This design comes from an exercise in tuning for small area on the open sky130 flow, not from production work. Function was checked by simulation only, so behaviour that the tests miss may differ from the original. Power and IR drop assume default switching activity.

**flow/run.sh**
```bash
#!/bin/bash
# synth_recipe.tcl (not shown) runs the flow's synth.tcl, then flattens the netlist and writes it again
# the make line also repeats each setting of config.mk as NAME=value (left out here)
make -C /OpenROAD-flow-scripts/flow DESIGN_CONFIG=/design/flow/config.mk WORK_HOME=/design/flow/orfs CLKGATE_MAP_FILE= SYNTH_SCRIPT=/design/flow/synth_recipe.tcl finish
```
**flow/config.mk**
```make
export PLATFORM = sky130hd
export DESIGN_NAME = i2c_top
export DESIGN_NICKNAME = i2c_top
export VERILOG_FILES = /design/flow/design.v
export SDC_FILE = /design/flow/constraint.sdc
export NUM_CORES = 4
export LEC_CHECK = 0
export CAP_MARGIN = 20
export CORE_MARGIN = 2
export CORE_UTILIZATION = 40
export SLEW_MARGIN = 20
```
**flow/constraint.sdc**
```tcl
create_clock -name core_clock -period 10.0 [get_ports {clk}]
set_input_delay 2.0000 -clock core_clock [delete_from_list [all_inputs] [get_ports {clk}]]
set_output_delay 2.0000 -clock core_clock [all_outputs]
set_load 0.01 [all_outputs]
```
**flow/design.v**
```verilog
module i2c_master(clk, rst, newd, op, din, addr, dout, busy, done, sda, stretching,
	sda_drv, scl_drv, pulse_o, sub_o, state_o, bit_count_o, add_o, tx_data_o);
input clk,rst,op,newd;
input [7:0] din;
input [6:0] addr;
output [7:0] dout;
input sda;
input stretching;
output sda_drv;
output scl_drv;
output reg done, busy;
output [1:0] pulse_o;
output [6:0] sub_o;
output [3:0] state_o;
output [3:0] bit_count_o;
output [7:0] add_o, tx_data_o;
reg sda_t, scl_t, scl_en;
reg [1:0] pulse;
reg [6:0] sub;
wire sub_end = (sub == 7'd99);
wire bit_end = sub_end && (pulse == 2'd3);
always @(posedge clk) begin
	if(rst || busy == 1'b0) begin
		pulse <= 0;
		sub <= 0;
	end
	else if(sub_end) begin
		pulse <= pulse + 1'b1;
		sub <= 0;
	end
	else
		sub <= sub + 1'b1;
end
localparam IDLE = 4'd0, START = 4'd1, WRITE_ADD = 4'd2, ACK_1 = 4'd3, WRITE_DATA = 4'd4,
	ACK_2 = 4'd5, STOP = 4'd6, MASTER_NACK = 4'd7, READ_DATA = 4'd8;
reg [3:0] state;
reg [7:0] tx_data, rx_data;
reg [7:0] add;
reg sda_en;
reg [3:0] bit_count;
always@(posedge clk)
	if(state == IDLE && newd) begin
		tx_data <= din;
		add <= {addr,op};
	end
always@(posedge clk) begin
	if(rst) begin
		state <= IDLE;
		bit_count <= 0;
		sda_t <= 0;
		scl_t <= 0;
		scl_en <= 1;
		busy <= 0;
		done <= 0;
		sda_en <= 0;
		rx_data <= 0;
	end
	else
		case(state) 
			IDLE: begin
				done <= 0;
				if(newd) begin
					state <= START;
					busy <= 1;
				end
				else
					busy <= 0;
			end
			START: begin
				sda_en <= 1'b1;
				scl_t <= 1;
				sda_t <= ~pulse[1];
				if(bit_end) begin
					state <= WRITE_ADD;
					scl_t <= 0;
				end
			end 
			WRITE_ADD: begin
				if(~bit_count[3]) begin
					scl_t <= pulse[1];
					case(pulse) 
					0: sda_t <= 1'b0;
					1: sda_t <= add[~bit_count[2:0]];
					default: ;
					endcase
					if(bit_end) begin
						bit_count <= bit_count + 1;
						scl_t <= 0;
					end
				end
				else begin
					bit_count <= 0;
					state <= ACK_1;
					scl_t <= 0;
					sda_en <= 0;
				end
			end
			ACK_1: begin
				sda_en <= 0;
				case(pulse) 
					0: scl_en <= 0;
					1: begin 
						scl_en <= 1;
						sda_t<= 1'b0;
						scl_t <= 1'b0;
					end
					default: begin 
						scl_en <= 1;
						scl_t <= ~stretching;
					end
				endcase
				if(bit_end && !stretching) begin
					state <= add[0] ? READ_DATA : WRITE_DATA;
					sda_en <= ~add[0];
					scl_t <= 0;
					bit_count <= 0;
				end
			end
			WRITE_DATA: begin
				sda_en <= 1'b1;
				if(~bit_count[3]) begin
					scl_t <= pulse[1];
					case(pulse) 
						0: sda_t <= 1'b0;
						1: sda_t <= tx_data[~bit_count[2:0]];
						default: ;
					endcase
					if(bit_end) begin
						bit_count <= bit_count + 1;
						scl_t <= 0;
					end
				end
				else begin
					state <= ACK_2;
					bit_count <= 0;
					sda_en <= 0;
				end
			end
			READ_DATA: begin
				sda_en <= 0;
				if(~bit_count[3]) begin
					scl_t <= pulse[1];
					if(pulse[1] == 1'b0) sda_t <= 1'b0;
					if(pulse == 2'd2 && sub == 7'd0) rx_data <= {rx_data[6:0],sda};
					if(bit_end) begin
						bit_count <= bit_count + 1;
						scl_t <= 0;
					end
				end
				else begin
					state <= MASTER_NACK;
					bit_count <= 0;
					sda_en <= 1;
				end
			end
			ACK_2: begin
				sda_en <= 0;
				scl_t <= pulse[1];
				if(pulse != 2'd3) sda_t <= 1'b0;
				if(bit_end) begin
					scl_t <= 1;
					sda_t <= 0;
					state <= STOP;
					sda_en <= 1;
				end
			end
			MASTER_NACK: begin
				sda_en <= 1;
				scl_t <= pulse[1];
				sda_t <= 1'b1;
				if(bit_end) begin
					scl_t <= 1;
					sda_t <= 0;
					state <= STOP;
				end
			end
			STOP: begin
				scl_t <= 1;
				sda_t <= pulse[1];
				if(bit_end) begin
					state <= IDLE;
					done <= 1;
					busy <= 0;
					sda_en <= 1;
					scl_t <= 0;
				end
			end
			default: ;
		endcase
end
assign sda_drv = ~sda_en | sda_t;
assign scl_drv = ~scl_en | scl_t;
assign dout = rx_data;
assign pulse_o = pulse;
assign sub_o = sub;
assign state_o = state;
assign bit_count_o = bit_count;
assign add_o = add;
assign tx_data_o = tx_data;
endmodule
module i2c_Slave(clk, rst, stretch, pulse, sub, mstate, bit_count, add, tx_data,
	stretching, sda_drv, scl_drv, ack_err);
input clk, rst, stretch;
input [1:0] pulse;
input [6:0] sub;
input [3:0] mstate;
input [3:0] bit_count;
input [7:0] add, tx_data;
output reg stretching;
output sda_drv, scl_drv;
output reg ack_err;
localparam IDLE = 4'd0, START = 4'd1, WRITE_ADD = 4'd2, ACK_1 = 4'd3, WRITE_DATA = 4'd4,
	ACK_2 = 4'd5, STOP = 4'd6, MASTER_NACK = 4'd7, READ_DATA = 4'd8;
wire bit_end = (pulse == 2'd3) && (sub == 7'd99);
wire bit8 = bit_count[3];
wire s_read_addr   = (mstate == WRITE_ADD);
wire s_wait_p      = (mstate == START) && pulse[1] && !(pulse == 2'd2 && sub < 7'd2);
wire s_wait_str    = (mstate == ACK_1) && stretching;
wire s_send_ack1   = (mstate == ACK_1) && !stretching;
wire s_send_data   = (mstate == READ_DATA);
wire s_read_data   = (mstate == WRITE_DATA);
wire s_send_ack2   = (mstate == ACK_2);
wire s_master_ack  = (mstate == MASTER_NACK);
wire s_detect_stop = (mstate == STOP);
wire s_idle = !(s_wait_p | s_read_addr | (mstate == ACK_1) | s_send_data | s_read_data |
	s_send_ack2 | s_master_ack | s_detect_stop);
reg [6:0] pos;
reg scrub;
reg [127:0] ring [0:7];
wire hit = (pos == add[7:1]);
wire wr = hit && s_send_ack2;
wire [7:0] init = {1'b0, pos};
integer b;
always@(posedge clk) begin
	if(rst) begin
		pos <= 0;
		scrub <= 1;
	end
	else begin
		pos <= pos + 1'b1;
		if(pos == 7'd127) scrub <= 0;
	end
	for(b = 0; b < 8; b = b + 1)
		ring[b] <= {scrub ? init[b] : wr ? tx_data[b] : ring[b][0], ring[b][127:1]};
end
reg [7:0] dout;
always@(posedge clk)
	if(hit)
		for(b = 0; b < 8; b = b + 1)
			dout[b] <= ring[b][0];
always@(posedge clk)
	if((s_read_addr && bit8) || (s_wait_str && bit_end))
		stretching <= stretch;
reg sda_en, sda_t, scl_en, scl_t;
always@(posedge clk) begin
	if(rst) begin
		ack_err <= 0;
		sda_en <= 0;
		sda_t <= 0;
		scl_t <= 0;
		scl_en <= 0;
	end
	else begin
		if(s_idle) begin
			sda_en <= 0;
			scl_en <= 0;
		end
		if(s_read_addr) begin
			sda_en <= 0;
			if(bit8) begin
				if(stretch)
					scl_en <= 1;
				else begin
					sda_en <= 1;
					scl_en <= 0;
				end
			end
		end
		if(s_wait_str) begin
			if(~pulse[1]) begin
				scl_en <= 1;
				scl_t <= 0;
			end
			else if(~pulse[0])
				scl_en <= 0;
			if(bit_end && !stretch) begin
				scl_en <= 0;
				sda_en <= 1;
			end
		end
		if(s_send_ack1) begin
			sda_en <= 1;
			if(pulse == 2'd0) begin
				sda_t <= 0; scl_en <= 1; scl_t <= 1;
			end
			if(pulse == 2'd1)
				scl_en <= 0;
		end
		if(s_send_data) begin
			sda_en <= ~bit8;
			if(~bit8 && pulse == 2'd1 && sub == 7'd0) sda_t <= dout[~bit_count[2:0]];
		end
		if(s_read_data)
			sda_en <= bit8;
		if(s_send_ack2) begin
			sda_en <= ~bit_end;
			if(pulse == 2'd0) sda_t <= 0;
		end
		if(s_master_ack) begin
			if(bit_end) begin
				sda_en <= 0;
				ack_err <= 1;
			end
		end
		if(s_detect_stop)
			sda_en <= 0;
	end
end
assign sda_drv = ~sda_en | sda_t;
assign scl_drv = ~scl_en | scl_t;
endmodule
`timescale 1ns / 1ps
module i2c_top(
input clk, rst, newd, op, stretch,
input [6:0] addr,
input [7:0] din,
output [7:0] dout,
output busy,ack_err,
output done,
output sda, scl
);
wire [1:0] pulse;
wire [6:0] sub;
wire [3:0] state;
wire [3:0] bit_count;
wire [7:0] add, tx_data;
wire stretching;
wire sda_m, scl_m, sda_s, scl_s;
i2c_master master (.clk(clk), .rst(rst), .newd(newd), .op(op), .din(din), .addr(addr),
	.dout(dout), .busy(busy), .done(done), .sda(sda), .stretching(stretching),
	.sda_drv(sda_m), .scl_drv(scl_m), .pulse_o(pulse), .sub_o(sub), .state_o(state),
	.bit_count_o(bit_count), .add_o(add), .tx_data_o(tx_data));
i2c_Slave slave (.clk(clk), .rst(rst), .stretch(stretch), .pulse(pulse), .sub(sub),
	.mstate(state), .bit_count(bit_count), .add(add), .tx_data(tx_data),
	.stretching(stretching), .sda_drv(sda_s), .scl_drv(scl_s), .ack_err(ack_err));
assign sda = sda_m & sda_s;
assign scl = scl_m & scl_s;
endmodule
```
==> summary.txt <==
status=complete, no violations; Clock Latency Late Sink=620 ps; die width=250 um; synth warn=3; Global Route Usage Sum=0.0988; Seq/Total Area, Yosys=0.917; ANT cells=0; DRT iter0 DRCs=423; skew final=15.3 ps; Clk pin slew, worst setup/hold paths=70 ps; CTS Buf Count=94; largest net degree at the start of global routing=39; drt wl/cell=12.5 um; Die ar.=62300 um2; met1 Use GR=0.146; Synth Instances=1414; GP Congestion=0.763; crit path time final=3870 ps; post-route ant nets=0; Sink Count=1093; most area-consuming cells after synthesis=dfxtp_1, edfxtp_1, mux2i_1; Synth cell types=61; routed wire length=29800 um; initial antenna violation count=0; Mapped Nets=1442; post-synth top area share=0.885; top cells by count, synth=dfxtp_1, nor2_1, nand2_1; DIE HEIGHT=250 um; Crit-path slowest cell=clkdlybuf4s50_1; post-synth top area cell=dfxtp_1; area delta synth->final=18.5%; Max rail drop VDD=0.137 mV; Final setup viols=0; Critical Path Start Type=flop; Synth async-reset ratio=0; setup repair after global routing missed its margin=no; setup TNS=0 ps; First-pass DRT Iterations=4; setup bufs post-CTS=0; io pins=33; Post-route DRC=0; fin crit share=0.387; core area=60000 um2; nets=1553; max_cap viols=0; Slew @ Worst Pin=875 ps; Starting Density=0.402; top_reg_cell synth=dfxtp_1; Avg Inst Size Synth=17.1 um2; Synth Register Bits=1093; GRT Max-Usage Layer=met1; Fill cells=4985; leak pwr=0.0113 uW; layout cells sized above 1=0.108; M3 GR Usage=0.0278; critical path class=flop to output pin; Slew HR=0.416; maximum clock insertion buffer count=3; most numerous cell in the Yosys netlist=dfxtp_1; Critical Path, Cell by Cell=a22oi_1 -> clkdlybuf4s50_1; critical path data required time=8000 ps; Mapped Area=24100 um2; CTS resizes=0; H-tree levels=3; grt ovf=0; first-pass GRT wire length=49700 um; Hold WC Path Type=flop to flop; crit end category=output pin; Root Driver=clkbuf_16; hold_buf cts=0; CP peak stage delay=600 ps; Post-synth EDFFs=25; Slew Limit Fails=0; WP data arrival=1870 ps; IO Port Bufs=32; Power Dens Cells=293 nW/um2; Vias/cell=3.97; number of global-route vias before repair=9645; placed insts=2211; DP HPWL=15400 um; final hold violations=0; largest fanout on the critical path=2; TritonCTS clock tree=built; fmax=0.258 GHz; M2 GR Usage=0.130; Layout Cells excl Fill=2380; vias post-DR=9458; Core Rows=90
## final timing paths
| check | from | to | slack, ps | cells past startpoint |
|---|---|---|---|---|
| max | master.sda_en | sda | 6130 | 2 |
| min | slave.ring[7][88] | slave.ring[7][87] | 310 | 0 |
| max reg2reg | master.state[0] | slave.ring[5][127] | 7300 | 6 |
| min reg2reg | slave.ring[7][88] | slave.ring[7][87] | 310 | 0 |
## logic make-up (layout without fill, tap and decap cells)
group           Yosys count  after routing  synth area share
flops                  1093           1093             0.917
simple gates            145            145            0.0298
compound gates           85             85            0.0234
buf+inv                  40            224           0.00674
mux                      25             25            0.0127
xor+xnor                 18             18           0.00653
fa+ha+maj                 8              8           0.00415
## report_power, final
part | internal [uW] | leakage [uW] | switching [uW] | total (uW)
logic | 103 | 0.000872 | 173 | 276
clock network | 2100 | 0.00158 | 1490 | 3600
registers | 4460 | 0.00886 | 36.9 | 4500
total | 6670 | 0.0113 | 1700 | 8370
## final cells by class
class / instances / area, um2 / area share
Clock buffer: 137 / 2820 / 0.0985
Clock inverter: 32 / 387 / 0.0135
Sequential cell: 1093 / 22100 / 0.774
Timing Repair Buffer: 39 / 373 / 0.0130
Inverter: 16 / 60.1 / 0.00210
Multi-Input combinational cell: 281 / 1860 / 0.0651
Tap cell: 782 / 978 / 0.0342
## metrics by stage
stage,hold slack [ps],total power [uW],cell area [um2],setup WS [ps],util
after floorplan,310,4760,24100,5950,-
after detailed placement,312,4870,25400,5890,0.423
after global routing,312,8710,28600,6050,0.477
after global placement,310,4870,25400,5630,0.423
after CTS,309,8490,28600,6050,0.477
final,312,8370,28600,6130,0.477
## layer usage
metal  vias up  wire length, um
li1       4797                -
met1      4422            16000
met2       175            11500
met3        64             1410
met4         0              864
met5         -                0
## worst max-delay path, delay by kind of cell, from the launching register on
family	cells	cell delay [ps]
buffers and inverters	1	600
AO/OA/AOI/OAI	1	320
flip-flops	1	330
## cell usage in the layout (no fill, tap or decap), types with 11 or more instances in the layout
| master | n |
|---|---|
| dfxtp_1 | 1068 |
| clkbuf_16 | 98 |
| nor2_1 | 51 |
| nand2_1 | 33 |
| clkdlybuf4s50_1 | 32 |
| edfxtp_1 | 25 |
| clkbuf_8 | 22 |
| mux2i_1 | 21 |
| a21oi_1 | 21 |
| o21ai_0 | 18 |
| clkbuf_1 | 17 |
| inv_1 | 14 |
| clkinv_2 | 13 |
| nor3_1 | 11 |
## flip-flops by register name, indices dropped and copies added, names as in the netlist
| signal | cells |
|---|---|
| slave.ring | 1024 |
| master.add | 8 |
| master.rx_data | 8 |
| master.tx_data | 8 |
| slave.dout | 8 |
| master.sub | 7 |
| slave.pos | 7 |
| master.bit_count | 4 |
| master.state | 4 |
| master.pulse | 2 |
| master.busy | 1 |
| master.done | 1 |
| master.scl_en | 1 |
| master.scl_t | 1 |
| master.sda_en | 1 |
| master.sda_t | 1 |
| slave.ack_err | 1 |
| slave.scl_en | 1 |
| slave.scl_t | 1 |
| slave.scrub | 1 |
| slave.sda_en | 1 |
| slave.sda_t | 1 |
| slave.stretching | 1 |

-- static timing again, ports no longer ideal --
No port has a modelled driver above. Below, the same layout with a new extraction and two added sets of constraints.
Step 1 sets driving cells, clkbuf_16 on the clock port and buf_2 on the other inputs (assumed; they add their load-dependent delay and slew).
Step 2 times the ports against the registers' clock, not the clock port: input delays grow and output delays shrink by t, the midpoint of the rising clock arrivals with the driver on.
Slacks: no drivers / after step 1 / after step 2; pairs: no drivers / after step 1.
t (ns): 0.663
slack for setup (ns): 6.129 / 6.078 / 5.882
worst hold slack (ns): 0.312 / 0.312 / 0.312
worst setup path at the end: input to register
After both steps this run still meets setup and hold. For this run, drivers alone change the setup slack by -0.051 ns; drivers and shift together by -0.247 ns.
